From an optimization exercise on the open Yosys and OpenROAD flow, aimed at small area and a short achievable clock period; shortcuts taken in it are not production practice. Where RTL was checked, it was by simulation tests only, not by an equivalence proof against the original. The RTL of run 5 was laid out without a check of its function. The clock cells of runs 4 to 6 come from the design's own scripts or RTL, not from TritonCTS. The clock input has no modelled driver; a real chip could not lean on it and would need a root buffer or a full tree. Power and IR drop assume default switching activity.

[flow/config.mk]
export PLATFORM = sky130hd
export DESIGN_NAME = PelicanMAC
export DESIGN_NICKNAME = PelicanMAC
export VERILOG_FILES = /design/flow/design.v
export SDC_FILE = /design/flow/constraint.sdc
export NUM_CORES = 4
export LEC_CHECK = 0
export CAP_MARGIN = 20
export CORE_MARGIN = 2
export CORE_UTILIZATION = 40
export SETUP_SLACK_MARGIN = 2.0
export SLEW_MARGIN = 20
[flow/constraint.sdc]
create_clock -name core_clock -period 3.5 [get_ports {clk}]
set_input_delay 0.7000 -clock core_clock [delete_from_list [all_inputs] [get_ports {clk}]]
set_output_delay 0.7000 -clock core_clock [all_outputs]
set_load 0.01 [all_outputs]
[flow/design.v]
module GS(a3,a2,a1,a0,
          b3,b2,b1,b0);
input  a3,a2,a1,a0;
output b3,b2,b1,b0;
wire t0,t1,t2,t3,s1,s2;
assign t1 = a1 ^ ~(a0 & a2) ^ 1'b1;
assign t0 = a0 ^ ~(t1 & a3) ^ 1'b1;
assign t2 = a2 ^ ~(t0 | t1) ^ 1'b1;
assign t3 = ~(a3 ^ t2);
assign s1 = ~(t1 ^ t3);
assign s2 = t2 ^ ~(t0 & s1) ^ 1'b1;
assign b3 = t0;
assign b1 = s1;
assign b2 = s2;
assign b0 = t3;
endmodule
module SubCells(a0,a1,a2,a3,
                b0,b1,b2,b3);
input [31:0] a0,a1,a2,a3;
output[31:0] b0,b1,b2,b3;
genvar i;
generate
for (i = 0; i < 32; i = i + 1) begin : sb
    GS u(a3[i],a2[i],a1[i],a0[i],b3[i],b2[i],b1[i],b0[i]);
end
endgenerate
endmodule
module PermBits(a0,a1,a2,a3,
                b0,b1,b2,b3);
input [31:0] a0,a1,a2,a3;
output[31:0] b0,b1,b2,b3;
assign b0[0] = a0[0];
assign b0[24] = a0[1];
assign b0[16] = a0[2];
assign b0[8] = a0[3];
assign b0[1] = a0[4];
assign b0[25] = a0[5];
assign b0[17] = a0[6];
assign b0[9] = a0[7];
assign b0[2] = a0[8];
assign b0[26] = a0[9];
assign b0[18] = a0[10];
assign b0[10] = a0[11];
assign b0[3] = a0[12];
assign b0[27] = a0[13];
assign b0[19] = a0[14];
assign b0[11] = a0[15];
assign b0[4] = a0[16];
assign b0[28] = a0[17];
assign b0[20] = a0[18];
assign b0[12] = a0[19];
assign b0[5] = a0[20];
assign b0[29] = a0[21];
assign b0[21] = a0[22];
assign b0[13] = a0[23];
assign b0[6] = a0[24];
assign b0[30] = a0[25];
assign b0[22] = a0[26];
assign b0[14] = a0[27];
assign b0[7] = a0[28];
assign b0[31] = a0[29];
assign b0[23] = a0[30];
assign b0[15] = a0[31];
assign b1[8] = a1[0];
assign b1[0] = a1[1];
assign b1[24] = a1[2];
assign b1[16] = a1[3];
assign b1[9] = a1[4];
assign b1[1] = a1[5];
assign b1[25] = a1[6];
assign b1[17] = a1[7];
assign b1[10] = a1[8];
assign b1[2] = a1[9];
assign b1[26] = a1[10];
assign b1[18] = a1[11];
assign b1[11] = a1[12];
assign b1[3] = a1[13];
assign b1[27] = a1[14];
assign b1[19] = a1[15];
assign b1[12] = a1[16];
assign b1[4] = a1[17];
assign b1[28] = a1[18];
assign b1[20] = a1[19];
assign b1[13] = a1[20];
assign b1[5] = a1[21];
assign b1[29] = a1[22];
assign b1[21] = a1[23];
assign b1[14] = a1[24];
assign b1[6] = a1[25];
assign b1[30] = a1[26];
assign b1[22] = a1[27];
assign b1[15] = a1[28];
assign b1[7] = a1[29];
assign b1[31] = a1[30];
assign b1[23] = a1[31];
assign b2[16] = a2[0];
assign b2[8] = a2[1];
assign b2[0] = a2[2];
assign b2[24] = a2[3];
assign b2[17] = a2[4];
assign b2[9] = a2[5];
assign b2[1] = a2[6];
assign b2[25] = a2[7];
assign b2[18] = a2[8];
assign b2[10] = a2[9];
assign b2[2] = a2[10];
assign b2[26] = a2[11];
assign b2[19] = a2[12];
assign b2[11] = a2[13];
assign b2[3] = a2[14];
assign b2[27] = a2[15];
assign b2[20] = a2[16];
assign b2[12] = a2[17];
assign b2[4] = a2[18];
assign b2[28] = a2[19];
assign b2[21] = a2[20];
assign b2[13] = a2[21];
assign b2[5] = a2[22];
assign b2[29] = a2[23];
assign b2[22] = a2[24];
assign b2[14] = a2[25];
assign b2[6] = a2[26];
assign b2[30] = a2[27];
assign b2[23] = a2[28];
assign b2[15] = a2[29];
assign b2[7] = a2[30];
assign b2[31] = a2[31];
assign b3[24] = a3[0];
assign b3[16] = a3[1];
assign b3[8] = a3[2];
assign b3[0] = a3[3];
assign b3[25] = a3[4];
assign b3[17] = a3[5];
assign b3[9] = a3[6];
assign b3[1] = a3[7];
assign b3[26] = a3[8];
assign b3[18] = a3[9];
assign b3[10] = a3[10];
assign b3[2] = a3[11];
assign b3[27] = a3[12];
assign b3[19] = a3[13];
assign b3[11] = a3[14];
assign b3[3] = a3[15];
assign b3[28] = a3[16];
assign b3[20] = a3[17];
assign b3[12] = a3[18];
assign b3[4] = a3[19];
assign b3[29] = a3[20];
assign b3[21] = a3[21];
assign b3[13] = a3[22];
assign b3[5] = a3[23];
assign b3[30] = a3[24];
assign b3[22] = a3[25];
assign b3[14] = a3[26];
assign b3[6] = a3[27];
assign b3[31] = a3[28];
assign b3[23] = a3[29];
assign b3[15] = a3[30];
assign b3[7] = a3[31];
endmodule
module RoundFunction(a,
                     b);
input [127:0] a;
output[127:0] b;
wire [31:0] a0,a1,a2,a3;
wire [31:0] s0,s1,s2,s3;
wire [31:0] p0,p1,p2,p3;
genvar i;
generate
for (i = 0; i < 32; i = i + 1) begin : sl
    assign a0[i] = a[4*i];
    assign a1[i] = a[4*i+1];
    assign a2[i] = a[4*i+2];
    assign a3[i] = a[4*i+3];
    assign b[4*i]   = p0[i];
    assign b[4*i+1] = p1[i];
    assign b[4*i+2] = p2[i];
    assign b[4*i+3] = p3[i];
end
endgenerate
SubCells sc0(a0,a1,a2,a3,
             s0,s1,s2,s3);
PermBits pm0(s0,s1,s2,s3,
             p0,p1,p2,p3);
endmodule
module KeyUpdate(a,
                 b);
input [127:0] a;
output[127:0] b;
wire [31:0] a0,a1,a2,a3;
wire [31:0] b0,b1,b2,b3;
assign a0 = a[31:0];
assign a1 = a[63:32];
assign a2 = a[95:64];
assign a3 = a[127:96];
assign b3[0] = a0[12];
assign b3[1] = a0[13];
assign b3[2] = a0[14];
assign b3[3] = a0[15];
assign b3[4] = a0[0];
assign b3[5] = a0[1];
assign b3[6] = a0[2];
assign b3[7] = a0[3];
assign b3[8] = a0[4];
assign b3[9] = a0[5];
assign b3[10] = a0[6];
assign b3[11] = a0[7];
assign b3[12] = a0[8];
assign b3[13] = a0[9];
assign b3[14] = a0[10];
assign b3[15] = a0[11];
assign b3[16] = a0[18];
assign b3[17] = a0[19];
assign b3[18] = a0[20];
assign b3[19] = a0[21];
assign b3[20] = a0[22];
assign b3[21] = a0[23];
assign b3[22] = a0[24];
assign b3[23] = a0[25];
assign b3[24] = a0[26];
assign b3[25] = a0[27];
assign b3[26] = a0[28];
assign b3[27] = a0[29];
assign b3[28] = a0[30];
assign b3[29] = a0[31];
assign b3[30] = a0[16];
assign b3[31] = a0[17];
assign b0 = a1;
assign b1 = a2;
assign b2 = a3;
assign b = {b3,b2,b1,b0};
endmodule
module PelicanMAC(clk,rst,
             load_iv,
             load_k,
             load_m,
             din,
             dout,
             done);
input             clk,rst;
input             load_iv;
output            load_k;
output            load_m;
input     [127:0] din;
output    [127:0] dout;
output            done;
reg st_i, st_k, st_e, st_p, st_x, st_d;    
reg st_r, st_h;                            
reg kc;                                    
reg [1:0] blok;                            
reg second;                                
reg last;                                  
reg lm;                                    
reg [5:0] q;                               
wire last_n = (st_e & (q == 6'd45)) | (st_p & (q == 6'd33));
wire b3     = (blok == 2'd3);
wire n_i = rst;
wire n_k = ~rst & (st_i | (st_k & ~kc) | (st_x & b3));
wire n_e = ~rst & ((st_k & kc) | (st_e & ~last));
wire n_x = ~rst & ((st_e & last & ~second) | (st_p & last));
wire n_p = ~rst & ((st_x & ~b3) | (st_p & ~last));
wire n_d = ~rst & (st_d | (st_e & last & second));
always @(posedge clk) begin
    st_i   <= n_i;
    st_k   <= n_k;
    st_e   <= n_e;
    st_p   <= n_p;
    st_x   <= n_x;
    st_d   <= n_d;
    st_r   <= n_e | n_p;
    st_h   <= n_i | n_k | n_x | n_d;
    kc     <= ~rst & st_k & ~kc;
    blok   <= rst ? 2'd0 : blok + {1'b0, st_x};
    second <= ~rst & (second | (st_x & b3));
    last   <= ~rst & last_n;
    lm     <= ~rst & ((st_e & (q == 6'd45) & ~second) | (st_p & (q == 6'd33)));
    q      <= (st_k | st_x) ? 6'd1 : {q[4:0], ~(q[5] ^ q[4])};
end
assign load_k = st_k;
assign load_m = lm;
assign done   = st_d;
reg  [127:0] s;
reg  [127:0] k;
wire [127:0] sp;
wire [127:0] kuo;
wire rl = st_r & ~load_iv;       
wire hl = st_h & ~load_iv;       
wire xl = st_x | load_iv;        
wire el = st_e & ~load_iv;       
wire pl = st_p & ~load_iv;       
RoundFunction rf0(s, sp);
KeyUpdate ku0(k, kuo);
reg [127:0] t;
integer m;
always @(*) begin
    t = 128'd0;
    for (m = 0; m < 32; m = m + 1) begin
        t[4*m]   = pl;
        t[4*m+1] = k[m]    & el;
        t[4*m+2] = k[64+m] & el;
    end
    for (m = 0; m < 6; m = m + 1)
        t[4*m+3] = q[m] & rl;
    t[127] = rl;
end
always @(posedge clk) begin
    s <= ((sp & {128{rl}}) | (s & {128{hl}})) ^ (din & {128{xl}}) ^ t;
    k <= st_k ? din : kuo;
end
assign dout = s;
endmodule
[flow/run.sh]
#!/bin/bash
# synth_recipe.tcl (not shown) runs the flow's synth.tcl, then flattens the netlist and writes it again
# the make line also repeats each setting of config.mk as NAME=value (left out here)
make -C /OpenROAD-flow-scripts/flow DESIGN_CONFIG=/design/flow/config.mk WORK_HOME=/design/flow/orfs CLKGATE_MAP_FILE= SYNTH_SCRIPT=/design/flow/synth_recipe.tcl finish
==> results of run 1 <==
## layout make-up
| cell class | count | area (um2) |
|---|---|---|
| clock buffers | 45 | 928 |
| clock inverters | 12 | 139 |
| fillers | 3591 | 17700 |
| inverters | 3 | 11.3 |
| multi-input cells | 1371 | 11500 |
| flip-flops and latches | 276 | 6020 |
| well taps | 546 | 683 |
| repair buffers | 524 | 5800 |
## registers in the layout, summed over array words and instances (netlist names), 2 cells and up
| register | cells |
|---|---|
| s | 128 |
| q | 6 |
| k | 128 |
| blok | 2 |
## cell usage in the layout, fill, tap and decap left out, drive strengths merged, types with 3 or more instances in the layout
cell type,n
a21o,11
clkinv,8
and2,57
a311oi,22
clkdlybuf4s50,128
a32oi,58
o221ai,14
xnor2,139
buf,386
o22ai,23
clkbuf,51
dfxtp,276
nor2,77
bufbuf,3
o21ai,114
or3b,14
o22a,18
nor4b,32
nand2b,69
a211o,39
nand2,204
bufinv,3
nand3,79
xor2,68
a21oi,43
a22oi,69
inv,4
a221oi,32
nor2b,42
mux2,130
## final timing paths
check / slack (ns) / depth (start not counted) / end / from
max: 1.66 / 2 / dout[106] / s[106]
min: 0.45 / 1 / k[26] / k[58]
max reg2reg: 1.77 / 9 / s[20] / st_r
min reg2reg: 0.45 / 1 / k[26] / k[58]
## worst max-delay path, cell delays in order (launching register included)
cell,delay [ns]
dfxtp_1,0.31
buf_6,0.12
buf_6,0.12
## routing by layer
| layer | up-vias | wire length [um] | global-route usage |
|---|---|---|---|
| li1 | 7323 | - | - |
| met1 | 8106 | 29900 | 0.406 |
| met2 | 943 | 33500 | 0.492 |
| met3 | 168 | 7470 | 0.0764 |
| met4 | 0 | 3120 | 0.115 |
| met5 | - | 0 | 0 |
## through the flow
stage	utilization	total power, W
after floorplan	-	0.00660
after global placement	0.459	0.00755
after detailed placement	0.459	0.00762
after CTS	0.561	0.0119
after global routing	0.586	0.0126
final	0.586	0.0122
## synth_stat cells, types with 2 or more instances
library cell	number	area share
dfxtp_1	276	0.32
nand2_1	204	0.044
xnor2_1	139	0.071
buf_4	138	0.060
mux2_2	129	0.084
o21ai_0	113	0.033
clkbuf_1	92	0.020
nand3_1	79	0.023
nor2_1	76	0.017
buf_2	70	0.020
a22oi_1	69	0.030
nand2b_1	68	0.025
xor2_1	68	0.035
a32oi_1	58	0.029
a21oi_1	43	0.012
and2_1	42	0.015
nor2b_1	42	0.015
a211o_1	39	0.020
a221oi_2	32	0.028
nor4b_2	30	0.026
o22ai_1	23	0.0083
o22a_1	18	0.0091
a311oi_1	14	0.0071
o221ai_1	14	0.0071
or3b_2	14	0.0071
a21o_1	11	0.0048
and2_4	10	0.0051
a311oi_2	8	0.0070
buf_1	6	0.0013
buf_6	6	0.0039
and2_0	3	0.0011
inv_1	3	0.00065
a211oi_2	2	0.0015
a31oi_1	2	0.00073
ha_1	2	0.0015
nor4b_1	2	0.0010
## cell families (layout without fill, tap and decap cells)
logic type      count (synthesis)  in the layout  synth area share
simple gates                  577            582             0.182
compound gates                450            450             0.200
buf+inv                       315            584             0.106
flops                         276            276             0.320
xor+xnor                      207            207             0.105
mux                           130            130            0.0849
fa+ha+maj                       2              2           0.00145
## power by group
group          internal, W  switching, W
clock network      0.00205       0.00144
logic              0.00223       0.00229
registers          0.00374      0.000471
total              0.00801       0.00420
## what timing repair did
action	4_1_cts	5_1_grt
setup buffers	176	40
pin swaps	73	75
resized for setup	1092	127
endpoints found under the setup margin	276	318
cloned	22	8
==> results.txt, run 1 <==
final setup violation count=0; total global routing overflow=0; unrepaired setup endpoints after global routing=yes; Critical Path Fanout Max=2; Die Span X=212 um; antenna cell count=0; initial cell density of the core=0.403; fin. max-slew vios=0; first-pass GRT wire length=101 mm; Arr. time, crit path=1.14 ns; final wirelength=~74 mm; pre-CTS setup slack=1.01 ns; initial DRC count=1674; fmax=544 MHz; IO Pins=262; clk slew on worst S/H paths=roughly 0.060 ns; via/cell ratio=about 6; synth warn=1; clk buf depth=3; dpl cells=2474; Worst-Skew Late Latency=0.59 ns; P_leak=9.51 nW; first-pass iteration count of the detailed router=5; post-route cell area=0.0251 mm2; die footprint=0.0448 mm2; Period Utilization, post-route=0.525; DRC Markers=0; nets@finish=2340; synthesized flop and latch total=about 280; setup_tns=0 ns; FFs w/ async S/R, synth=0; antenna violations before repair=0; endpoints failing hold=0; GRT Util Overall=0.310; worst setup margin=1.66 ns; worst hold margin=0.451 ns; DR vias=16500; crit path kind=reg2out; routed length per placed instance=26.7 um; Core Footprint=0.0428 mm2; pwr dens=487 mW/mm2; hold crit path type=reg2reg; Clock Skew=0.0194 ns; syn_area_per_cell=8.81 um2; total CTS buffers=31; htree depth=1; Post-synth EDFFs=0; number of global-route vias before repair=15100; post-synth cell types=48; Worst Tran Pin Value=0.492 ns; # rows=76; Area after DPL=0.0196 mm2; Final GP Congestion=0.900; Finished Layout Cells=around 2800; critical path endpoint category=primary output; Hold Buf Count CTS=0; number of max-cap violations=0; CTS tree=done; largest net degree at the start of global routing=72; ys flop type=dfxtp_1; WP data required=2.80 ns; part of the Yosys area used for sequential elements=0.320; Cells after Synth=1957; clk sink count=276; Clock Tree Root=clkbuf_16; Layout area overhead=45.4%; status=complete, no violations; DP HPWL=46.7 mm; min Tclk post-route=~1.8 ns; startpoint types=flop; Peak VDD IR=about 0.42 mV; Port Buffers=261; worst rel slew slack=0.672; Routed Antenna Nets=0; share of layout cells above drive strength 1=0.453; Die Span Y=212 um; Cell Area, Synth=between 0.015 and 0.02 mm2
==> run 2, diff against run 1 <==
--- a/flow/config.mk
+++ b/flow/config.mk
@@ -9,4 +9,3 @@
 export CORE_MARGIN = 2
 export CORE_UTILIZATION = 40
-export SETUP_SLACK_MARGIN = 2.0
 export SLEW_MARGIN = 20
==> run 2 against run 1 <==
Still clean. Sequential share of layout area up 3.5 points. First-iteration DRC count decreased by 5.3%. Power down 11%. Maximum frequency decreased by 29%. Sequential cell count unchanged. Design area shrank 20%. Worst setup slack worse by 0.74 ns. Core utilization decreased by 12 points. Critical path type unchanged. Largest power group is now sequential cells.
==> results.txt, run 2 <==
Worst-Skew Late Latency=0.53 ns (was 0.59 ns); syn_area_per_cell=8.81 um2 (unchanged); commonest non-fill, non-tap cell in the layout=dfxtp_1 (was nand2_1); synthesized flop and latch total=276 (unchanged); GRT Max-Usage Layer=met2 (unchanged); Regs by FF count=k x128, s x128, q x6 (unchanged); clk buf depth=3 (unchanged); M3 GR Usage=0.0654 (was 0.0764); via/cell ratio=5.75 (was 5.96); critical path endpoint category=primary output (unchanged); R2R setup slack=1.00 ns (was 1.77 ns); initial cell density of the core=0.403 (unchanged); critical path depth in cells=1 (was 2); P_leak=7.05 nW (was 9.51 nW); share of the synthesized area in the top cell type=0.320 (unchanged); DRC Markers=0 (unchanged); number of global-route vias before repair=13300 (was 15100); total global routing overflow=0 (unchanged); Worst Tran Pin Value=0.915 ns (was 0.492 ns); HP Start=k[111] (was k[58]); Cells after Synth=1957 (unchanged); post-synth top area cell=dfxtp_1 (unchanged); DP HPWL=47.3 mm (was 46.7 mm); worst rel slew slack=0.389 (was 0.672); GRT Util Overall=0.267 (was 0.310); synth warn=1 (unchanged); ys flop type=dfxtp_1 (unchanged); first-pass GRT wire length=88.0 mm (was 101 mm); Critical Path Fanout Max=10 (was 2); hold crit path type=reg2reg (unchanged); DR vias=14600 (was 16500); Final GP Congestion=0.897 (was 0.900); worst path bufs/invs=1 (was 2); clk sink count=276 (unchanged); Clock Tree Root=clkbuf_16 (unchanged); routed length per placed instance=24.1 um (was 26.7 um); Core Footprint=0.0428 mm2 (unchanged); crit path max-delay cell type=clkdlybuf4s50_1 (was dfxtp_1); Worst R2R End=s[97] (was s[20]); Routed Antenna Nets=0 (unchanged); CTS tree=done (unchanged); commonest non-fill, non-tap cells in the layout=273 x dfxtp_1, 260 x clkdlybuf4s50_1, 204 x nand2_1 (was 184 x nand2_1, 168 x buf_4, 166 x buf_6); Die Span X=212 um (unchanged); endpoints failing hold=0 (unchanged); pwr dens=541 mW/mm2 (was 487 mW/mm2); Crit path max-delay family=buffers and inverters (was flip-flops); hold depth=1 (unchanged); Hold Buf Count CTS=0 (unchanged); final wirelength=61.4 mm (was 74.1 mm); # rows=76 (unchanged); Period Utilization, post-route=0.737 (was 0.525); fmax=388 MHz (was 544 MHz); Post-synth EDFFs=0 (unchanged); FFs w/ async S/R, synth=0 (unchanged); setup_tns=0 ns (unchanged); antenna cell count=0 (unchanged); nets@finish=2106 (was 2340); final setup violation count=0 (unchanged); Layout area overhead=16.7% (was 45.4%); die footprint=0.0448 mm2 (unchanged); CP cell instances=clkdlybuf4s50_1 (was buf_6 -> buf_6); number of max-cap violations=0 (unchanged); hold endpoint=k[79] (was k[26]); worst reg2reg path depth=3 (was 9); part of the Yosys area used for sequential elements=0.320 (unchanged); met2 usage in global routing=0.404 (was 0.492); GR met1 Demand/Resource=0.379 (was 0.406); clk slew on worst S/H paths=0.06 ns (about the same); htree depth=2 (was 1); IO Pins=262 (unchanged); fin. max-slew vios=0 (unchanged); WP data required=2.80 ns (about the same); dpl cells=2482 (was 2474); Finished Layout Cells=2542 (was 2777); status=complete, no violations (unchanged); # Post-CTS Setup Buffers=0 (was 176); R2R Path Start=st_e (was st_r); post-synth cell types=48 (unchanged); Port Buffers=261 (unchanged); largest cells by area after synthesis=dfxtp_1 32%, mux2_2 8.4%, xnor2_1 7.1% (unchanged); min Tclk post-route=2.58 ns (was 1.84 ns); Die Span Y=212 um (unchanged); startpoint types=flop (unchanged); antenna violations before repair=0 (unchanged); CP max stage delay=0.68 ns (was 0.31 ns); total CTS buffers=35 (was 31); Peak VDD IR=0.283 mV (was 0.423 mV); Clock Skew=0.0211 ns (was 0.0194 ns); unrepaired setup endpoints after global routing=no (was yes); top post-synthesis cells by count=276 x dfxtp_1, 204 x nand2_1, 139 x xnor2_1 (unchanged); Cell Area, Synth=0.0172 mm2 (unchanged); initial DRC count=1585 (was 1674); most frequent cell after synthesis=dfxtp_1 (unchanged); post-cts repair resize count=0 (was 1092); crit path kind=reg2out (unchanged); first-pass iteration count of the detailed router=6 (was 5); largest net degree at the start of global routing=134 (was 72); share of layout cells above drive strength 1=0.158 (was 0.453); Arr. time, crit path=1.88 ns (was 1.14 ns)
run 2: cell families after synthesis:
kind of cell             count (synthesis)  synth area share
multiplexers                           130            0.0849
buffers and inverters                  315             0.106
XOR/XNOR                               207             0.105
AND/OR/NAND/NOR                        577             0.182
flip-flops                             276             0.320
adder cells (fa/ha/maj)                  2           0.00145
AO/OA/AOI/OAI                          450             0.200
run 2: layout make-up:
class	instances	area (um2)
clock buffer	51	1030
tap	546	683
multi-input combinational	1366	9920
fill	4087	22700
sequential	276	5530
inverter	3	11.3
clock inverter	9	60.1
timing repair buffer	291	2900
run 2: worst max path at each step:
stage	from	end
3_5_place_dp	load_iv	s[110]
3_3_place_gp	load_iv	s[22]
4_1_cts	s[90]	dout[90]
2_1_floorplan	load_iv	s[56]
6_report	s[110]	dout[110]
5_1_grt	s[90]	dout[90]
run 2: routing by layer:
layer | vias up | part of all wire
li1 | 6829 | -
met1 | 7081 | 0.44
met2 | 619 | 0.44
met3 | 76 | 0.098
met4 | 0 | 0.024
met5 | - | 0
run 2: power by group:
part           switching [W]  internal, W
logic                0.00129      0.00157
registers           0.000911      0.00365
clock network        0.00143      0.00204
run 2: metrics by stage:
step           instance area (um2)  setup WS, ns  total power (W)   util  hold WS (ns)
3_3_place_gp                 19000         0.902          0.00741  0.445         0.437
3_5_place_dp                 19000         0.913          0.00747  0.445         0.442
2_1_floorplan                17200          1.74          0.00641      -         0.425
4_1_cts                      20100         0.935           0.0109  0.470         0.452
6_report                     20100         0.919           0.0109  0.470         0.450
5_1_grt                      20100         0.897           0.0114  0.470         0.465
==> run 3, diff against run 2 <==
==> flow/flow/run.sh (new file) <==
#!/bin/bash
# Standard ORFS layout, with plain buf_1 cells as the port buffers (the
# resizer still upsizes them where timing or slew needs it).
set -euo pipefail
export BUFFER_PORTS_ARGS="-buffer_cell sky130_fd_sc_hd__buf_1"
bash standard.sh > standard.log 2>&1
==> flow/standard.sh (new file) <==
#!/bin/bash
# synth_recipe.tcl (not shown) runs the flow's synth.tcl, then flattens the netlist and writes it again
# the make line also repeats each setting of config.mk as NAME=value (left out here)
make -C /OpenROAD-flow-scripts/flow DESIGN_CONFIG=/design/flow/config.mk WORK_HOME=/design/flow/orfs CLKGATE_MAP_FILE= SYNTH_SCRIPT=/design/flow/synth_recipe.tcl "${@:-finish}"
--- a/flow/config.mk
+++ b/flow/config.mk
@@ -9,3 +9,6 @@
 export CORE_MARGIN = 2
 export CORE_UTILIZATION = 40
+export CTS_BUF_LIST = sky130_fd_sc_hd__clkbuf_8
+export CTS_CLUSTER_SIZE = 20
+export SETUP_SLACK_MARGIN = 1.5
 export SLEW_MARGIN = 20
removed: flow/run.sh
==> run 3 against run 2 <==
Still clean on timing, DRC and antenna. First-iteration DRC count is 13% lower. Clock skew hardly changed. Die area stayed put. Final cell count is 1.2% higher. Via count is 1.1% higher. Critical path type unchanged.
==> results.txt, run 3 <==
total global routing overflow=0 (unchanged); worst reg2reg path depth=6 (was 3); FFs w/ async S/R, synth=0 (unchanged); Period Utilization, post-route=0.564 (was 0.737); clk buf depth=3 (unchanged); antenna cell count=0 (unchanged); dpl cells=2475 (was 2482); syn_area_per_cell=8.81 um2 (unchanged); P_leak=6.65 nW (was 7.05 nW); endpoints failing hold=0 (unchanged); Final GP Congestion=0.899 (was 0.897); Worst-Skew Late Latency=0.63 ns (was 0.53 ns); share of the synthesized area in the top cell type=0.320 (unchanged); clk slew on worst S/H paths=0.06 ns (about the same); Arr. time, crit path=1.27 ns (was 1.88 ns); IO Pins=262 (unchanged); pwr dens=543 mW/mm2 (was 541 mW/mm2); fillcell total=4190 (was 4087); status=complete, no violations (unchanged); ys flop type=dfxtp_1 (unchanged); number of max-cap violations=0 (unchanged); Core Footprint=0.0428 mm2 (unchanged); part of the Yosys area used for sequential elements=0.320 (unchanged); hold depth=3 (was 1); die footprint=0.0448 mm2 (unchanged); Finished Layout Cells=2572 (was 2542); commonest non-fill, non-tap cells in the layout=209 x buf_1, 204 x nand2_1, 144 x dfxtp_1 (was 273 x dfxtp_1, 260 x clkdlybuf4s50_1, 204 x nand2_1); hold crit path type=in2reg (was reg2reg); Peak VDD IR=0.316 mV (was 0.283 mV); synth warn=1 (unchanged); setup_tns=0 ns (unchanged); met3 wire length=5.47 mm (was 5.99 mm); crit path kind=reg2out (unchanged); crit path max-delay cell type=dfxtp_2 (was clkdlybuf4s50_1); DP HPWL=46.8 mm (was 47.3 mm); worst rel slew slack=0.544 (was 0.389); clk sink count=276 (unchanged); post-synth cell types=48 (unchanged); most frequent cell after synthesis=dfxtp_1 (unchanged); CP max stage delay=0.45 ns (was 0.68 ns); htree depth=2 (unchanged); WP data required=2.80 ns (about the same); Worst Tran Pin Value=0.676 ns (was 0.915 ns); GRT Util Overall=0.266 (was 0.267); fmax=507 MHz (was 388 MHz); share of layout cells above drive strength 1=0.262 (was 0.158); Die Span X=212 um (unchanged); via/cell ratio=5.74 (was 5.75); number of global-route vias before repair=13500 (was 13300); top post-synthesis cells by count=276 x dfxtp_1, 204 x nand2_1, 139 x xnor2_1 (unchanged); Cell Area, Synth=0.0172 mm2 (unchanged); DR vias=14800 (was 14600); worst setup margin=1.53 ns (was 0.919 ns); Clock Tree Root=clkbuf_8 (was clkbuf_16); routed length per placed instance=23.8 um (was 24.1 um); pre-CTS setup slack=0.895 ns (was 0.913 ns); Routed Antenna Nets=0 (unchanged); Crit path max-delay family=flip-flops (was buffers and inverters); fin. max-slew vios=0 (unchanged); total power=0.0103 W (was 0.0109 W); Max Used Layer=met4 (unchanged); first-pass iteration count of the detailed router=6 (unchanged); CTS tree=done (unchanged); largest net degree at the start of global routing=103 (was 134); antenna violations before repair=0 (unchanged); initial DRC count=1383 (was 1585); first-pass GRT wire length=88.0 mm (about the same); # rows=76 (unchanged); Post-synth EDFFs=0 (unchanged); final setup violation count=0 (unchanged); Hold Buf Count CTS=0 (unchanged); unrepaired setup endpoints after global routing=no (unchanged); DRC Markers=0 (unchanged); WL met2=27.4 mm (was 26.8 mm); Metal-1 WL=26.9 mm (was 27.1 mm); post-synth top area cell=dfxtp_1 (unchanged); nets@finish=2126 (was 2106); worst path bufs/invs=1 (unchanged); initial cell density of the core=0.403 (unchanged); Critical Path Fanout Max=10 (unchanged); Regs by FF count=k x128, s x128, q x6 (unchanged); critical path depth in cells=1 (unchanged); critical path endpoint category=primary output (unchanged); commonest non-fill, non-tap cell in the layout=buf_1 (was dfxtp_1); Cells after Synth=1957 (unchanged); Clock Skew=0.0211 ns (about the same); min Tclk post-route=1.97 ns (was 2.58 ns); total CTS buffers=50 (was 35); final wirelength=61.2 mm (was 61.4 mm); CP cell instances=buf_2 (was clkdlybuf4s50_1); Die Span Y=212 um (unchanged); Port Buffers=261 (unchanged); synthesized flop and latch total=276 (unchanged); startpoint types=flop (unchanged); Layout area overhead=9.87% (was 16.7%); largest cells by area after synthesis=dfxtp_1 32%, mux2_2 8.4%, xnor2_1 7.1% (unchanged)
-- run 3: cell count changes in the layout (fill, tap and decap cells not counted), sizes merged, moves of 2 or more --
cell and delta:
clkbuf +27, clkinv -2, clkdlybuf4s50 -260, clkinvlp +2, buf +252, inv +9
-- run 3: worst register-to-register path: stages, from the launching register on --
cell,delay [ns]
dfxtp_4,0.52
buf_6,0.25
buf_8,0.27
nand2_1,0.09
a21o_1,0.19
a32oi_2,0.36
xor2_1,0.18
-- run 3: layer usage --
| metal | up-vias | global-route usage |
|---|---|---|
| met5 | - | 0 |
| met4 | 0 | 0.0714 |
| met3 | 77 | 0.0528 |
| met2 | 650 | 0.416 |
| met1 | 7156 | 0.373 |
| li1 | 6888 | - |
-- run 3: area by class of cell --
type / count / area [um2] / area share
multi-input cells: 1368 / 9960 / 0.526
inverters: 3 / 11.3 / 0.000594
well taps: 546 / 683 / 0.0360
repair buffers: 294 / 1460 / 0.0771
flip-flops and latches: 276 / 5820 / 0.307
clock buffers: 67 / 922 / 0.0487
clock inverters: 18 / 87.6 / 0.00462
-- run 3: repair_timing --
item | CTS | global route
gates cloned | 1 | 1
buffers inserted | 5 | 5
endpoints found under the setup margin | 227 | 64
gates resized for setup | 203 | 43
-- run 3: logic make-up after synthesis --
group | count (synthesis) | share of synthesized area
AND/OR/NAND/NOR | 577 | 0.182
flip-flops | 276 | 0.320
adder cells (fa/ha/maj) | 2 | 0.00145
multiplexers | 130 | 0.0849
XOR/XNOR | 207 | 0.105
AO/OA/AOI/OAI | 450 | 0.200
buffers and inverters | 315 | 0.106
-- run 3: worst paths after layout --
path,from,endpoint,slack (ns)
setup reg to reg,st_e,s[105],1.57
hold reg to reg,k[44],k[12],0.45
hold / removal,din[63],s[63],0.35
setup / recovery,s[112],dout[112],1.53
-- run 3: report_power, final --
part / switching, W / internal, W
clock network: 0.00142 / 0.00170
registers: 0.000886 / 0.00373
logic: 0.00133 / 0.00123
-- run 3: stage by stage --
stage	hold slack, ns	util	area, um2
floorplan	0.425	-	17200
global placement	0.436	0.406	17400
detailed placement	0.442	0.406	17400
CTS	0.304	0.439	18800
global route	0.346	0.443	19000
finish	0.351	0.443	19000
==> run 4, diff against run 3 <==
==> flow/flow/run.sh (replaced) <==
#!/bin/bash
# ORFS layout through the standard.sh, with
#  - plain buf_1 cells as port buffers (the resizer upsizes where needed),
#  - a hand-built two-level clock tree (flow/cts_hook.tcl) in place of
#    TritonCTS, for a low clock insertion delay.
set -euo pipefail
here=$(cd "$(dirname "$0")" && pwd)
export BUFFER_PORTS_ARGS="-buffer_cell sky130_fd_sc_hd__buf_1"
export PRE_CTS_TCL="$here/cts_hook.tcl"
export MCTS_RLEV=2 MCTS_LLEV=2
export MCTS_ROOT=sky130_fd_sc_hd__clkbuf_16 MCTS_LEAF=sky130_fd_sc_hd__clkbuf_16
bash standard.sh > standard.log 2>&1
==> flow/flow/cts_hook.tcl (new file) <==
# PRE_CTS hook: build a shallow, balanced clock tree by hand (see mancts.tcl)
# in place of TritonCTS; the rest of ORFS's CTS step (legalisation, timing
# repair) runs as usual.
source [file join [file dirname [info script]] mancts.tcl]
man_cts $::env(MCTS_RLEV) $::env(MCTS_LLEV) $::env(MCTS_ROOT) $::env(MCTS_LEAF)
set_propagated_clock [all_clocks]
rename clock_tree_synthesis ""
proc clock_tree_synthesis {args} {
  puts "clock_tree_synthesis skipped: clock tree built by cts_hook.tcl"
}
==> flow/flow/mancts.tcl (new file) <==
# Manual clock tree: the flip-flops are split by balanced recursive bisection
# of their placed positions into 2^(rlev+llev) groups; each group gets a leaf
# buffer at its centre, and each 2^llev neighbouring leaves a root buffer
# driven by the clock port (2^rlev roots). With llev 0 the roots drive the
# flip-flops directly.
proc man_cts {rlev llev rootcell leafcell} {
  set block [ord::get_db_block]
  set db [ord::get_db]
  set clknet [$block findNet clk]
  set sinks {}
  foreach it [$clknet getITerms] {
    lappend sinks $it
  }
  # positions
  set pts {}
  foreach it $sinks {
    set inst [$it getInst]
    set bb [$inst getBBox]
    lappend pts [list [expr {([$bb xMin]+[$bb xMax])/2}] [expr {([$bb yMin]+[$bb yMax])/2}]]
  }
  # balanced recursive bisection: split along the wider spread
  proc bisect {items levels} {
    if {$levels == 0} { return [list $items] }
    set xs {}; set ys {}
    foreach it $items { lappend xs [lindex $it 0]; lappend ys [lindex $it 1] }
    set xs [lsort -integer $xs]; set ys [lsort -integer $ys]
    set ax [expr {([lindex $xs end] - [lindex $xs 0]) >= ([lindex $ys end] - [lindex $ys 0]) ? 0 : 1}]
    set s [lsort -integer -index $ax $items]
    set h [expr {[llength $s] / 2}]
    return [concat [bisect [lrange $s 0 [expr {$h-1}]] [expr {$levels-1}]] [bisect [lrange $s $h end] [expr {$levels-1}]]]
  }
  proc centre {items} {
    set sx 0; set sy 0
    foreach it $items { incr sx [lindex $it 0]; incr sy [lindex $it 1] }
    set n [llength $items]
    return [list [expr {$sx / $n}] [expr {$sy / $n}]]
  }
  set items {}
  set i 0
  foreach p $pts { lappend items [list [lindex $p 0] [lindex $p 1] $i]; incr i }
  set groups [bisect $items [expr {$rlev + $llev}]]
  set lasg [lrepeat [llength $pts] 0]
  set lcs {}
  set g 0
  foreach grp $groups {
    lappend lcs [centre $grp]
    foreach it $grp { lset lasg [lindex $it 2] $g }
    incr g
  }
  set nleaf [expr {$llev > 0 ? [llength $groups] : 0}]
  set nroot [expr {1 << $rlev}]
  set per [expr {1 << $llev}]
  set rcs {}; set rasg {}
  for {set r 0} {$r < $nroot} {incr r} {
    set sub {}
    for {set l [expr {$r*$per}]} {$l < ($r+1)*$per} {incr l} { lappend sub [lindex $lcs $l]; lappend rasg $r }
    lappend rcs [centre $sub]
  }
  set rootm [$db findMaster $rootcell]
  set leafm [$db findMaster $leafcell]
  # root buffers
  set rnets {}
  for {set r 0} {$r < $nroot} {incr r} {
    set inst [odb::dbInst_create $block $rootm "mcts_root_$r"]
    $inst setLocation [lindex $rcs $r 0] [lindex $rcs $r 1]
    $inst setPlacementStatus PLACED
    set net [odb::dbNet_create $block "mcts_rnet_$r"]
    $net setSigType CLOCK
    [$inst findITerm A] connect $clknet
    [$inst findITerm X] connect $net
    lappend rnets $net
  }
  set dnets $rnets
  if {$nleaf > 0} {
    set dnets {}
    for {set l 0} {$l < $nleaf} {incr l} {
      set inst [odb::dbInst_create $block $leafm "mcts_leaf_$l"]
      $inst setLocation [lindex $lcs $l 0] [lindex $lcs $l 1]
      $inst setPlacementStatus PLACED
      set net [odb::dbNet_create $block "mcts_lnet_$l"]
      $net setSigType CLOCK
      [$inst findITerm A] connect [lindex $rnets [lindex $rasg $l]]
      [$inst findITerm X] connect $net
      lappend dnets $net
    }
  }
  set i 0
  foreach it $sinks {
    $it disconnect
    $it connect [lindex $dnets [lindex $lasg $i]]
    incr i
  }
}
--- a/flow/config.mk
+++ b/flow/config.mk
@@ -9,6 +9,4 @@
 export CORE_MARGIN = 2
 export CORE_UTILIZATION = 40
-export CTS_BUF_LIST = sky130_fd_sc_hd__clkbuf_8
-export CTS_CLUSTER_SIZE = 20
-export SETUP_SLACK_MARGIN = 1.5
+export SETUP_SLACK_MARGIN = 1.8
 export SLEW_MARGIN = 20
==> run 4 against run 3 <==
Still clean on timing, DRC and antenna. Worst hold slack improved by 0.097 ns. Synthesized cell count did not move. Area after synthesis did not move. Core utilization fell by 0.19 points. Clock power fell by 32%. Worst setup slack improved by 0.26 ns. Register-to-register slack improved by 0.25 ns. Power fell by 8.5%. Via count rose by 1.2%. Final cell count fell by 1.6%. Critical path type is now in2reg.
==> results.txt, run 4 <==
status=complete, no violations (unchanged); via/cell ratio=5.91 (was 5.74); largest net degree at the start of global routing=80 (was 103); part of the Yosys area used for sequential elements=0.320 (unchanged); worst setup margin=1.79 ns (was 1.53 ns); final wirelength=65.4 mm (was 61.2 mm); DR vias=15000 (was 14800); simple logic cell fraction of the synthesized area=0.182 (unchanged); ys flop type=dfxtp_1 (unchanged); Peak VDD IR=0.323 mV (was 0.316 mV); number of max-cap violations=0 (unchanged); commonest non-fill, non-tap cells in the layout=233 x buf_1, 204 x nand2_1, 145 x dfxtp_1 (was 209 x buf_1, 204 x nand2_1, 144 x dfxtp_1); fillcell total=4238 (was 4190); post-synth top area cell=dfxtp_1 (unchanged); DRC Markers=0 (unchanged); first-pass iteration count of the detailed router=6 (unchanged); compound-gate portion of the synthesized area=0.200 (unchanged); min Tclk post-route=1.71 ns (was 1.97 ns); most frequent cell after synthesis=dfxtp_1 (unchanged); Port Buffers=261 (unchanged); Clock Skew=0.0260 ns (was 0.0211 ns); largest family of logic cells by synthesized area=compound AO/OA/AOI/OAI gates (unchanged); routed length per placed instance=25.9 um (was 23.8 um); mux cell area share after synthesis=0.0849 (unchanged); Synth Area in Adders=0.00145 (unchanged); synth warn=1 (unchanged); Worst Tran Pin Value=0.680 ns (was 0.676 ns); Layout area overhead=9.39% (was 9.87%); CP cell instances=clkbuf_16 -> buf_4 -> a21o_1 -> a32oi_1 -> xor2_1 (was buf_2); XOR/XNOR share of the synthesized area=0.105 (unchanged); die footprint=0.0448 mm2 (unchanged); Finished Layout Cells=2531 (was 2572); IO Pins=262 (unchanged); initial DRC count=1577 (was 1383); CP max stage delay=0.51 ns (was 0.45 ns); post-synth cell types=48 (unchanged); fin. max-slew vios=0 (unchanged); Die Span X=212 um (unchanged); GRT Util Overall=0.275 (was 0.266); Period Utilization, post-route=0.489 (was 0.564); WP data required=3.69 ns (was 2.80 ns); DP HPWL=47.9 mm (was 46.8 mm); Die Span Y=212 um (unchanged); pre-CTS setup slack=0.844 ns (was 0.895 ns); Critical Path Fanout Max=22 (was 10); pwr dens=499 mW/mm2 (was 543 mW/mm2); nets@finish=2118 (was 2126); endpoints failing hold=0 (unchanged); Core Footprint=0.0428 mm2 (unchanged); Cells after Synth=1957 (unchanged); clk slew on worst S/H paths=0.09 ns (was 0.06 ns); Cell Area, Synth=0.0172 mm2 (unchanged); P_leak=6.51 nW (was 6.65 nW); largest cells by area after synthesis=dfxtp_1 32%, mux2_2 8.4%, xnor2_1 7.1% (unchanged); Regs by FF count=k x128, s x128, q x6 (unchanged); initial cell density of the core=0.403 (unchanged); hold crit path type=reg2reg (was in2reg); worst rel slew slack=0.546 (was 0.544); antenna violations before repair=2 (was 0); first-pass GRT wire length=91.1 mm (was 88.0 mm); fmax=584 MHz (was 507 MHz); final setup violation count=0 (unchanged); dpl cells=2481 (was 2475); share of layout cells above drive strength 1=0.241 (was 0.262); syn_area_per_cell=8.81 um2 (unchanged); unrepaired setup endpoints after global routing=yes (was no); Worst-Skew Late Latency=0.33 ns (was 0.63 ns); setup_tns=0 ns (unchanged); Routed Antenna Nets=0 (unchanged); Hold Buf Count CTS=0 (unchanged); total global routing overflow=0 (unchanged); number of global-route vias before repair=13300 (was 13500); critical path endpoint category=flop (was primary output); startpoint types=primary input (was flop); synthesized flop and latch total=276 (unchanged); FFs w/ async S/R, synth=0 (unchanged); share of the synthesized area in the top cell type=0.320 (unchanged); Post-synth EDFFs=0 (unchanged); commonest non-fill, non-tap cell in the layout=buf_1 (unchanged); # rows=76 (unchanged); top post-synthesis cells by count=276 x dfxtp_1, 204 x nand2_1, 139 x xnor2_1 (unchanged); crit path kind=in2reg (was reg2out); crit path max-delay cell type=a32oi_1 (was dfxtp_2); Final GP Congestion=0.910 (was 0.899); Arr. time, crit path=1.91 ns (was 1.27 ns)
-- run 4: changes by cell type in the layout (fill, tap and decap cells not counted), sizes merged, moves of 6 or more --
cell	delta
clkbuf	-44
inv	-10
clkinv	-6
buf	+18
-- run 4: area by class of cell --
type | instances | area (um2) | area share
Timing Repair Buffer | 317 | 1750 | 0.0928
Tap cell | 546 | 683 | 0.0362
Multi-Input combinational cell | 1367 | 10100 | 0.535
Buffer | 20 | 500 | 0.0265
Sequential cell | 276 | 5820 | 0.309
Inverter | 3 | 11.3 | 0.000597
Antenna cell | 2 | 5.00 | 0.000265
-- run 4: logic make-up after synthesis --
| group | count (synthesis) |
|---|---|
| simple gates | 577 |
| compound gates | 450 |
| buf+inv | 315 |
| flops | 276 |
| xor+xnor | 207 |
| mux | 130 |
| fa+ha+maj | 2 |
-- run 4: report_power, final --
group | leakage [nW] | switching [W] | internal, W
registers | 2.36 | 0.000920 | 0.00372
logic | 3.91 | 0.00140 | 0.00125
clock network | 0.246 | 0.00111 | 0.00102
total | 6.51 | 0.00342 | 0.00600
-- run 4: worst max-delay path: cells and delay by family --
family          cells  cell delay [ns]
compound gates      2             0.69
xor+xnor            1             0.13
buf+inv             2             0.38
-- run 4: per-stage QoR --
| stage | total power [W] | hold WS [ns] | instance area, um2 | utilization |
|---|---|---|---|---|
| 5_1_grt | 0.00981 | 0.471 | 18900 | 0.441 |
| 4_1_cts | 0.00933 | 0.450 | 18600 | 0.434 |
| 6_report | 0.00942 | 0.448 | 18900 | 0.441 |
| 2_1_floorplan | 0.00641 | 0.425 | 17300 | - |
| 3_5_place_dp | 0.00711 | 0.442 | 17400 | 0.407 |
| 3_3_place_gp | 0.00703 | 0.437 | 17400 | 0.407 |
-- run 4: per-layer routing --
| metal | vias to the layer above | global-route usage | part of all wire |
|---|---|---|---|
| met5 | - | 0 | 0 |
| met4 | 0 | 0.0661 | 0.027 |
| met3 | 79 | 0.0583 | 0.10 |
| met2 | 726 | 0.419 | 0.44 |
| met1 | 7303 | 0.395 | 0.43 |
| li1 | 6847 | - | - |
-- run 4: repair_timing --
item,in CTS,in global routing
hold endpoints to repair,0,0
gates resized for setup,200,60
endpoints found under the setup margin,319,83
cloned,5,4
pin swaps,1,5
setup buffers,14,5
-- run 4: final timing paths --
path | end | depth (start not counted) | from | slack, ns
min reg2reg | k[72] | 1 | k[104] | 0.45
max | s[121] | 5 | load_iv | 1.79
max reg2reg | s[33] | 5 | st_e | 1.82
min | k[72] | 1 | k[104] | 0.45
==> run 5, diff against run 4 <==
--- a/flow/design.v
+++ b/flow/design.v
@@ -1,2 +1,14 @@
+module XORmessage(f,s,d,k,r,h,x,e,
+                  y);
+input  f,s,d,k,r,h,x,e;
+output y;
+assign y = ((f & r) | (s & h)) ^ ((d & x) | (k & e));
+endmodule
+module XORmessage0(f,s,d,r,h,x,
+                   y);
+input  f,s,d,r,h,x;
+output y;
+assign y = ((f & r) | (s & h)) ^ (d & x);
+endmodule
 module GS(a3,a2,a1,a0,
           b3,b2,b1,b0);
@@ -159,4 +171,10 @@
 assign b3[7] = a3[31];
 endmodule
+module AddRoundKey(d,u,l,nl,
+                   y);
+input  d,u,l,nl;
+output y;
+assign y = (d & l) | (u & nl);
+endmodule
 module RoundFunction(a,
                      b);
@@ -246,5 +264,5 @@
 output            done;
 reg st_i, st_k, st_e, st_p, st_x, st_d;    
-reg st_r, st_h;                            
+reg st_r, st_h, st_nk;                     
 reg kc;                                    
 reg [1:0] blok;                            
@@ -270,4 +288,5 @@
     st_r   <= n_e | n_p;
     st_h   <= n_i | n_k | n_x | n_d;
+    st_nk  <= ~n_k;
     kc     <= ~rst & st_k & ~kc;
     blok   <= rst ? 2'd0 : blok + {1'b0, st_x};
@@ -291,20 +310,34 @@
 RoundFunction rf0(s, sp);
 KeyUpdate ku0(k, kuo);
-reg [127:0] t;
+reg [127:0] kt, ke;
 integer m;
 always @(*) begin
-    t = 128'd0;
+    kt = 128'd0;
+    ke = 128'd0;
     for (m = 0; m < 32; m = m + 1) begin
-        t[4*m]   = pl;
-        t[4*m+1] = k[m]    & el;
-        t[4*m+2] = k[64+m] & el;
+        kt[4*m]   = 1'b1;     ke[4*m]   = pl;
+        kt[4*m+1] = k[m];     ke[4*m+1] = el;
+        kt[4*m+2] = k[64+m];  ke[4*m+2] = el;
+    end
+    for (m = 0; m < 6; m = m + 1) begin
+        kt[4*m+3] = q[m];     ke[4*m+3] = rl;
     end
-    for (m = 0; m < 6; m = m + 1)
-        t[4*m+3] = q[m] & rl;
-    t[127] = rl;
+    kt[127] = 1'b1;           ke[127] = rl;
 end
+wire [127:0] sn, kn;
+genvar j;
+generate
+for (j = 0; j < 128; j = j + 1) begin : sb
+    if ((j % 4 == 3) && (j / 4 >= 6) && (j != 127)) begin : nc
+        XORmessage0 mx(sp[j], s[j], din[j], rl, hl, xl, sn[j]);
+    end else begin : wc
+        XORmessage  mx(sp[j], s[j], din[j], kt[j], rl, hl, xl, ke[j], sn[j]);
+    end
+    AddRoundKey km(din[j], kuo[j], st_k, st_nk, kn[j]);
+end
+endgenerate
 always @(posedge clk) begin
-    s <= ((sp & {128{rl}}) | (s & {128{hl}})) ^ (din & {128{xl}}) ^ t;
-    k <= st_k ? din : kuo;
+    s <= sn;
+    k <= kn;
 end
 assign dout = s;
--- a/flow/config.mk
+++ b/flow/config.mk
@@ -11,2 +11,4 @@
 export SETUP_SLACK_MARGIN = 1.8
 export SLEW_MARGIN = 20
+export SYNTH_HIERARCHICAL = 1
+export SYNTH_MINIMUM_KEEP_SIZE = 0
==> run 5 against run 4 <==
Worst setup slack better by 0.022 ns. Worst hold slack worse by 0.0099 ns. Register-to-register slack better by 0.09 ns.
==> results.txt, run 5 <==
status=complete, no violations (unchanged); commonest non-fill, non-tap cell in the layout=buf_1 (unchanged); largest cells by area after synthesis=dfxtp_1 34%, a22oi_2 18%, buf_4 13% (was dfxtp_1 32%, mux2_2 8.4%, xnor2_1 7.1%); Cells after Synth=1573 (was 1957); Worst-Skew Late Latency=0.31 ns (was 0.33 ns); Port Buffers=261 (unchanged); fin util=0.428 (was 0.441); Final GP Congestion=0.818 (was 0.910); crit path kind=reg2out (was in2reg); Core Footprint=0.0398 mm2 (was 0.0428 mm2); DRC Markers=0 (unchanged); Net Switching=0.00335 W (was 0.00342 W); syn_area_per_cell=10.3 um2 (was 8.81 um2); final wirelength=51.7 mm (was 65.4 mm); Regs by FF count=k x128, s x128, q x6 (unchanged); Reg power frac=0.498 (was 0.493); share of layout cells above drive strength 1=0.273 (was 0.241); routed length per placed instance=24.0 um (was 25.9 um); Clk pwr share=0.225 (was 0.226); total power=0.00924 W (was 0.00942 W); Crit path max-delay family=flip-flops (was compound AO/OA/AOI/OAI gates); Die Span X=205 um (was 212 um); WP data required=2.80 ns (was 3.69 ns); nets@finish=1763 (was 2118); # rows=73 (was 76); synthesized flop and latch total=277 (was 276); startpoint types=flop (was primary input); worst hold margin=0.438 ns (was 0.448 ns); P_leak=5.63 nW (was 6.51 nW); antenna violations before repair=6 (was 2); Synth Area in Adders=0.00155 (was 0.00145); top post-synthesis cells by count=288 x buf_4, 277 x dfxtp_1, 231 x a22oi_2 (was 276 x dfxtp_1, 204 x nand2_1, 139 x xnor2_1); min Tclk post-route=1.69 ns (was 1.71 ns); post-synth top area cell=dfxtp_1 (unchanged); clk slew on worst S/H paths=0.08 ns (was 0.09 ns); unrepaired setup endpoints after global routing=yes (unchanged); most frequent cell after synthesis=buf_4 (was dfxtp_1); simple logic cell fraction of the synthesized area=0.0640 (was 0.182); part of the Yosys area used for sequential elements=0.343 (was 0.320); Die Span Y=205 um (was 212 um); largest family of logic cells by synthesized area=compound AO/OA/AOI/OAI gates (unchanged); internal power=0.00589 W (was 0.00600 W); largest net degree at the start of global routing=75 (was 80); Cell Area, Synth=0.0162 mm2 (was 0.0172 mm2); Arr. time, crit path=0.99 ns (was 1.91 ns); final setup violation count=0 (unchanged); number of max-cap violations=0 (unchanged); fin. max-slew vios=0 (unchanged); initial cell density of the core=0.407 (was 0.403); first-pass GRT wire length=73.9 mm (was 91.1 mm); commonest non-fill, non-tap cells in the layout=237 x buf_1, 231 x a22oi_2, 147 x dfxtp_1 (was 233 x buf_1, 204 x nand2_1, 145 x dfxtp_1); pwr dens=542 mW/mm2 (was 499 mW/mm2); share of the synthesized area in the top cell type=0.343 (was 0.320); IO Pins=262 (unchanged); post-synth cell types=30 (was 48); Peak VDD IR=0.204 mV (was 0.323 mV); ys flop type=dfxtp_1 (unchanged); compound-gate portion of the synthesized area=0.296 (was 0.200); Worst Tran Pin Value=0.670 ns (was 0.680 ns); worst rel slew slack=0.553 (was 0.546); mux cell area share after synthesis=0.0396 (was 0.0849); initial DRC count=823 (was 1577); die footprint=0.0421 mm2 (was 0.0448 mm2); CP max stage delay=0.48 ns (was 0.51 ns); Routed Antenna Nets=0 (unchanged); Comb power frac=0.276 (was 0.281); DR vias=12000 (was 15000); total global routing overflow=0 (unchanged); synth warn=7 (was 1); CP cell instances=buf_1 (was clkbuf_16 -> buf_4 -> a21o_1 -> a32oi_1 -> xor2_1); DP HPWL=37.2 mm (was 47.9 mm); number of global-route vias before repair=11100 (was 13300); crit path max-delay cell type=dfxtp_2 (was a32oi_1); Critical Path Fanout Max=9 (was 22); XOR/XNOR share of the synthesized area=0.122 (was 0.105); first-pass iteration count of the detailed router=5 (was 6); Period Utilization, post-route=0.483 (was 0.489); GRT Util Overall=0.234 (was 0.275); Post-synth EDFFs=0 (unchanged); via/cell ratio=5.55 (was 5.91); FFs w/ async S/R, synth=0 (unchanged); critical path endpoint category=primary output (was flop); worst path bufs/invs=1 (was 2); fmax=592 MHz (was 584 MHz); endpoints failing hold=0 (unchanged); hold crit path type=reg2reg (unchanged); Sw Share=0.363 (about the same); Clock Skew=0.0126 ns (was 0.0260 ns); Layout area overhead=5.27% (was 9.39%)
==> run 5: metal layers <==
| metal | global-route usage | wire length, um | share of wire | vias to the layer above |
|---|---|---|---|---|
| li1 | - | - | - | 5586 |
| met4 | 0.0475 | 1060 | 0.020 | 4 |
| met1 | 0.319 | 23100 | 0.45 | 6007 |
| met3 | 0.0434 | 3410 | 0.066 | 59 |
| met5 | 0 | 27 | 0.00052 | - |
| met2 | 0.388 | 24100 | 0.47 | 313 |
==> run 5: Yosys stat by module, one instance, submodules excluded, excerpt <==
| module | flops+latches | copies in the design | cells inside | cell area [um2] |
|---|---|---|---|---|
| PermBits | 0 | 1 | 128 | 961 |
| XORmessage | 0 | 103 | 3 | 33.8 |
| PelicanMAC | 277 | 1 | 325 | 5840 |
| GS | 0 | 32 | 15 | 100 |
| AddRoundKey | 0 | 128 | 1 | 8.76 |
| KeyUpdate | 0 | 1 | 128 | 961 |
| XORmessage0 | 0 | 25 | 3 | 25.0 |
==> run 5: kinds of logic (layout without fill, tap and decap cells) <==
family,Yosys count,count (layout)
muxes,64,64
xor gates and xnor gates,225,225
buffers and inverters,290,313
and+or+nand+nor,218,218
adders and majority gates,2,2
other,1,37
DFF,277,277
AOI/OAI and AO/OA,496,496
==> run 5: worst paths after layout <==
check          from  endpoint  slack [ns]  depth (start not counted)
max           s[68]  dout[68]        1.81                          1
min          k[115]     k[83]        0.44                          1
max reg2reg    st_x     s[54]        1.91                          4
min reg2reg  k[115]     k[83]        0.44                          1
==> run 5: final cells by class <==
type / instances / area [um2]
Buffer: 20 / 500
Timing Repair Buffer: 292 / 1470
Fill cell: 3964 / 22800
Tap cell: 525 / 657
Sequential cell: 277 / 5780
Antenna cell: 4 / 10.0
Inverter: 1 / 3.75
Multi-Input combinational cell: 1038 / 8630
==> run 5: what timing repair did <==
item | 4_1_cts | 5_1_grt
hold buffers | 0 | 0
pin swaps | 2 | 1
endpoints found under the setup margin | 295 | 96
gates cloned | 0 | 0
gates resized for setup | 141 | 40
buffers inserted | 9 | 3
==> run 5: stage by stage <==
stage	instance area, um2	setup TNS [ns]	std cells	setup slack [ns]
floorplan	16300	-46.90	1605	-0.371
CTS	16900	0	2150	1.60
global placement	16100	0	2121	1.11
finish	17000	0	2157	1.81
global route	17000	0	2156	1.76
detailed placement	16100	0	2121	1.08
==> run 5: power groups by stage <==
stage | combinational (W) | clock (W) | sequential [W]
after floorplan | 0.00280 | 0 | 0.00434
after CTS | 0.00255 | 0.00211 | 0.00459
final | 0.00255 | 0.00208 | 0.00461
after detailed placement | 0.00249 | 0 | 0.00461
after global routing | 0.00276 | 0.00222 | 0.00469
after global placement | 0.00246 | 0 | 0.00459
==> run 5: worst register-to-register path: cells and delay by family (launching register included) <==
family | cells | cell delay (ns)
buf+inv | 1 | 0.27
compound gates | 1 | 0.15
flops | 1 | 0.52
simple gates | 1 | 0.37
xor+xnor | 1 | 0.17
==> run 6, diff against run 5 <==
--- a/flow/design.v
+++ b/flow/design.v
@@ -11,4 +11,10 @@
 assign y = ((f & r) | (s & h)) ^ (d & x);
 endmodule
+module XORmessage1(f,s,d,r,h,x,e,
+                   y);
+input  f,s,d,r,h,x,e;
+output y;
+assign y = ((f & r) | (s & h)) ^ ((d & x) | e);
+endmodule
 module GS(a3,a2,a1,a0,
           b3,b2,b1,b0);
@@ -316,5 +322,4 @@
     ke = 128'd0;
     for (m = 0; m < 32; m = m + 1) begin
-        kt[4*m]   = 1'b1;     ke[4*m]   = pl;
         kt[4*m+1] = k[m];     ke[4*m+1] = el;
         kt[4*m+2] = k[64+m];  ke[4*m+2] = el;
@@ -323,5 +328,4 @@
         kt[4*m+3] = q[m];     ke[4*m+3] = rl;
     end
-    kt[127] = 1'b1;           ke[127] = rl;
 end
 wire [127:0] sn, kn;
@@ -329,5 +333,9 @@
 generate
 for (j = 0; j < 128; j = j + 1) begin : sb
-    if ((j % 4 == 3) && (j / 4 >= 6) && (j != 127)) begin : nc
+    if (j % 4 == 0) begin : c1
+        XORmessage1 mx(sp[j], s[j], din[j], rl, hl, xl, pl, sn[j]);
+    end else if (j == 127) begin : c2
+        XORmessage1 mx(sp[j], s[j], din[j], rl, hl, xl, rl, sn[j]);
+    end else if ((j % 4 == 3) && (j / 4 >= 6)) begin : nc
         XORmessage0 mx(sp[j], s[j], din[j], rl, hl, xl, sn[j]);
     end else begin : wc
--- a/flow/flow/run.sh
+++ b/flow/flow/run.sh
@@ -1,4 +1,5 @@
 #!/bin/bash
 # ORFS layout through the standard.sh, with
+#  - the standard flow's synthesis script, but ABC mapping for area (flow/synth.tcl),
 #  - plain buf_1 cells as port buffers (the resizer upsizes where needed),
 #  - a hand-built two-level clock tree (flow/cts_hook.tcl) in place of
@@ -10,3 +11,3 @@
 export MCTS_RLEV=2 MCTS_LLEV=2
 export MCTS_ROOT=sky130_fd_sc_hd__clkbuf_16 MCTS_LEAF=sky130_fd_sc_hd__clkbuf_16
-bash standard.sh > standard.log 2>&1
+bash standard.sh SYNTH_SCRIPT="$here/synth.tcl" > standard.log 2>&1
==> flow/flow/abc_area.script (new file) <==
strash
dch
map -a
==> flow/flow/synth.tcl (new file) <==
# The standard synthesis script (synth_recipe.tcl), except that ABC maps
# with flow/abc_area.script: area-oriented mapping without ABC's own
# buffering and sizing, which the placer's timing repair does instead.
# Registers, flattening and renaming are exactly as in synth_recipe.tcl.
set ::abc_area_script [file join [file dirname [info script]] abc_area.script]
proc synth {args} { yosys synth -nofsm -noshare {*}$args }
proc abc {args} {
  set i [lsearch -exact $args -script]
  if {$i >= 0} { lset args [expr {$i + 1}] $::abc_area_script }
  yosys abc {*}$args
}
source $::env(SCRIPTS_DIR)/synth.tcl
# left out here: clear keep_hierarchy, flatten, clean up, hide names made inside functions, write 1_2_yosys.v
--- a/flow/config.mk
+++ b/flow/config.mk
@@ -9,5 +9,5 @@
 export CORE_MARGIN = 2
 export CORE_UTILIZATION = 40
-export SETUP_SLACK_MARGIN = 1.8
+export SETUP_SLACK_MARGIN = 2.0
 export SLEW_MARGIN = 20
 export SYNTH_HIERARCHICAL = 1
==> run 6 against run 5 <==
Worst hold slack improved by 0.0045 ns. Global-route usage increased by 5.7 points. Clock power about the same. Die area decreased by 11%. Combinational power increased to 3.4 times the previous value. Synthesized cell count decreased by 5.5%. Area after synthesis decreased by 12%. Critical path type is now reg2reg. Highest routed layer unchanged.
==> results.txt, run 6 <==
status=complete, no violations (unchanged); largest net degree at the start of global routing=85 (was 75); Cells after Synth=1487 (was 1573); CP cell instances=nand2_4 -> xnor2_4 -> nand2_2 -> xor2_2 -> nand2_1 -> xor2_2 -> xnor2_2 -> xor2_1 -> nand2_1 -> xnor2_2 -> a22oi_2 -> xor2_1 (was buf_1); Layout area overhead=50.0% (was 5.27%); initial cell density of the core=0.404 (was 0.407); crit path max-delay cell type=dfxtp_4 (was dfxtp_2); GRT Util Overall=0.292 (was 0.234); post-synth top area cell=dfxtp_1 (unchanged); FFs w/ async S/R, synth=0 (unchanged); met2 usage in global routing=0.485 (was 0.388); Peak VDD IR=0.339 mV (was 0.204 mV); synth warn=7 (unchanged); startpoint types=flop (unchanged); fin. max-slew vios=0 (unchanged); Critical Path Fanout Max=2 (was 9); worst setup margin=1.01 ns (was 1.81 ns); post-synth cell types=18 (was 30); fmax=401 MHz (was 592 MHz); hold crit path type=reg2reg (unchanged); CP max stage delay=0.41 ns (was 0.48 ns); top post-synthesis cells by count=277 x dfxtp_1, 256 x buf_4, 224 x xor2_1 (was 288 x buf_4, 277 x dfxtp_1, 231 x a22oi_2); commonest non-fill, non-tap cells in the layout=283 x buf_4, 191 x buf_6, 166 x xor2_1 (was 237 x buf_1, 231 x a22oi_2, 147 x dfxtp_1); most frequent cell after synthesis=dfxtp_1 (was buf_4); DRC Markers=0 (unchanged); Worst Tran Pin Value=0.691 ns (was 0.670 ns); Final GP Congestion=0.888 (was 0.818); ys flop type=dfxtp_1 (unchanged); final wirelength=60.6 mm (was 51.7 mm); first-pass iteration count of the detailed router=5 (unchanged); min Tclk post-route=2.49 ns (was 1.69 ns); M3 GR Usage=0.0556 (was 0.0434); GRT Max-Usage Layer=met2 (unchanged); number of global-route vias before repair=12400 (was 11100); synthesized flop and latch total=277 (unchanged); Core Footprint=0.0354 mm2 (was 0.0398 mm2); critical path endpoint category=flop (was primary output); Die Span X=193 um (was 205 um); share of the synthesized area in the top cell type=0.388 (was 0.343); fillcell total=2735 (was 3964); crit path kind=reg2reg (was reg2out); total global routing overflow=0 (unchanged); Post-synth EDFFs=0 (unchanged); Crit path max-delay family=XOR/XNOR gates (was flip-flops); DP HPWL=34.8 mm (was 37.2 mm); worst rel slew slack=0.539 (was 0.553); antenna violations before repair=4 (was 6); unrepaired setup endpoints after global routing=yes (unchanged); CP startpoint=s[68] (unchanged); P_leak=8.94 nW (was 5.63 nW); die footprint=0.0373 mm2 (was 0.0421 mm2); syn_area_per_cell=9.61 um2 (was 10.3 um2); via/cell ratio=5.56 (was 5.55); Arr. time, crit path=2.72 ns (was 0.99 ns); Routed Antenna Nets=0 (unchanged); number of max-cap violations=0 (unchanged); pwr dens=711 mW/mm2 (was 542 mW/mm2); Cell Area, Synth=0.0143 mm2 (was 0.0162 mm2); endpoints failing hold=0 (unchanged); nets@finish=2036 (was 1763); setup_tns=0 ns (unchanged); GR met1 Demand/Resource=0.384 (was 0.319); share of layout cells above drive strength 1=0.591 (was 0.273); Die Span Y=193 um (was 205 um); # rows=69 (was 73); Port Buffers=261 (unchanged); Clock Skew=0.0122 ns (was 0.0126 ns); first-pass GRT wire length=80.5 mm (was 73.9 mm); Worst-Skew Late Latency=0.31 ns (about the same); HP Start=k[125] (was k[115]); initial DRC count=1141 (was 823); pre-CTS setup slack=0.565 ns (was 1.08 ns); Hold Buf Count CTS=0 (unchanged); routed length per placed instance=25.6 um (was 24.0 um); clk slew on worst S/H paths=0.08 ns (about the same); Regs by FF count=k x128, s x128, q x6 (unchanged); DR vias=13100 (was 12000); R2R Path Start=s[68] (was st_x); worst path bufs/invs=0 (was 1); commonest non-fill, non-tap cell in the layout=buf_4 (was buf_1); IO Pins=262 (unchanged); largest cells by area after synthesis=dfxtp_1 39%, xor2_1 14%, buf_4 13% (was dfxtp_1 34%, a22oi_2 18%, buf_4 13%); Period Utilization, post-route=0.713 (was 0.483); WP data required=3.73 ns (was 2.80 ns); part of the Yosys area used for sequential elements=0.388 (was 0.343); final setup violation count=0 (unchanged)
## run 6: cell types whose count changed after synthesis, moves of 33 or more
cell,previous run,this run
a22o_1,128,0
a22o_2,0,128
a22oi_1,0,200
a22oi_2,231,0
clkinv_1,0,79
mux2i_1,64,0
nand2_1,91,154
nand3_1,34,0
o21ai_0,33,0
xor2_1,128,224
## run 6: report_power, final
group	switching [W]	internal, W	total, W
Clock	0.00107	0.00102	0.00209
Sequential	0.000645	0.00376	0.00440
Combinational	0.00389	0.00484	0.00874
## run 6: path summary, 6_finish.rpt
kind	to	slack (ns)	depth (start not counted)
worst min register to register	k[93]	0.44	1
worst min-delay path	k[93]	0.44	1
worst max register to register	s[50]	1.01	12
worst max-delay path	s[50]	1.01	12
## run 6: layer usage
layer	part of all wire	vias to the layer above
met5	0.00061	-
met3	0.095	177
met1	0.39	6505
met4	0.047	6
li1	-	5678
met2	0.47	765
## run 6: layout make-up
class / instances / area, um2 / area share
antenna: 1 / 2.50 / 0.000117
timing repair buffer: 650 / 5450 / 0.254
tap: 461 / 577 / 0.0269
multi-input combinational: 875 / 8530 / 0.398
buffer: 20 / 500 / 0.0233
inverter: 79 / 377 / 0.0176
sequential: 277 / 6000 / 0.280
## run 6: timing repair
action,in CTS,in global routing
setup buffers,229,128
gates cloned,8,2
endpoints found under the hold margin,0,0
setup endpoints to repair,342,258
pin swaps,259,289
resized for setup,753,253
## run 6: cell families after synthesis
family,count (synthesis),synth area share
xor+xnor,320,0.196
buf+inv,335,0.155
fa+ha+maj,2,0.00175
simple gates,185,0.0500
compound gates,368,0.209
flops,277,0.388
## run 6: through the flow
step | power (W) | util | hold WS (ns) | instances | instance area [um2]
floorplan | 0.00851 | - | 0.416 | 1487 | 14300
global placement | 0.00789 | 0.401 | 0.429 | 1975 | 14200
detailed placement | 0.00794 | 0.401 | 0.429 | 1975 | 14200
CTS | 0.0132 | 0.542 | 0.443 | 2232 | 19200
global route | 0.0158 | 0.606 | 0.451 | 2362 | 21400
finish | 0.0152 | 0.606 | 0.442 | 2363 | 21400
## run 6: worst reg2reg max path, delay by kind of cell, from the launching register on
| kind | cells | cell delay, ns |
|---|---|---|
| xor gates and xnor gates | 7 | 1.39 |
| and+or+nand+nor | 4 | 0.44 |
| DFF | 1 | 0.41 |
| AOI/OAI and AO/OA | 1 | 0.19 |
## run 6: per-module statistics from Yosys (local to each module, per instance), excerpt
module	times used	area, um2
XORmessage0	25	20.0
PelicanMAC	1	5820
AddRoundKey	128	10.0
GS	32	75.1
XORmessage	70	23.8
PermBits	1	961
XORmessage1	33	21.3
KeyUpdate	1	961

## re-timing with driven ports
The flow's constraints put no driver on any port. The routed layouts listed below were extracted and timed again, unchanged, in two steps.
Step 1: set_driving_cell puts a clkbuf_16 on clk and a buf_2 on each other input, an assumption about the parent block.
Step 2 moves the port delays by t, midway between the first and last clock arrival at a register: inputs arrive t later, outputs are due t later. That takes back most of the time a late clock gives input paths.
a / b / c = ideal ports / drivers / drivers and shift; a / b = the first two.
run | t, ns | setup slack, ns | worst hold slack (ns) | latest minus earliest clock arrival (ns)
run 1 | 0.644 | 1.662 / 1.602 / 1.216 | 0.451 / 0.451 / 0.451 | 0.019 / 0.020
run 2 | 0.574 | 0.919 / 0.862 / 0.826 | 0.450 / 0.450 / 0.450 | 0.022 / 0.022
run 3 | 0.667 | 1.526 / 1.475 / 0.988 | 0.351 / 0.319 / 0.451 | 0.023 / 0.023
run 4 | 0.429 | 1.788 / 1.694 / 1.316 | 0.448 / 0.448 / 0.448 | 0.028 / 0.029
run 5 | 0.414 | 1.810 / 1.702 / 1.466 | 0.438 / 0.438 / 0.438 | 0.013 / 0.013
run 6 | 0.419 | 1.006 / 1.006 / 1.006 | 0.442 / 0.442 / 0.442 | 0.013 / 0.013
After both steps setup and hold are still met in every run listed. The setup slack of run 3, which loses most, moves by -0.051 ns with the drivers and by -0.538 ns with both steps.
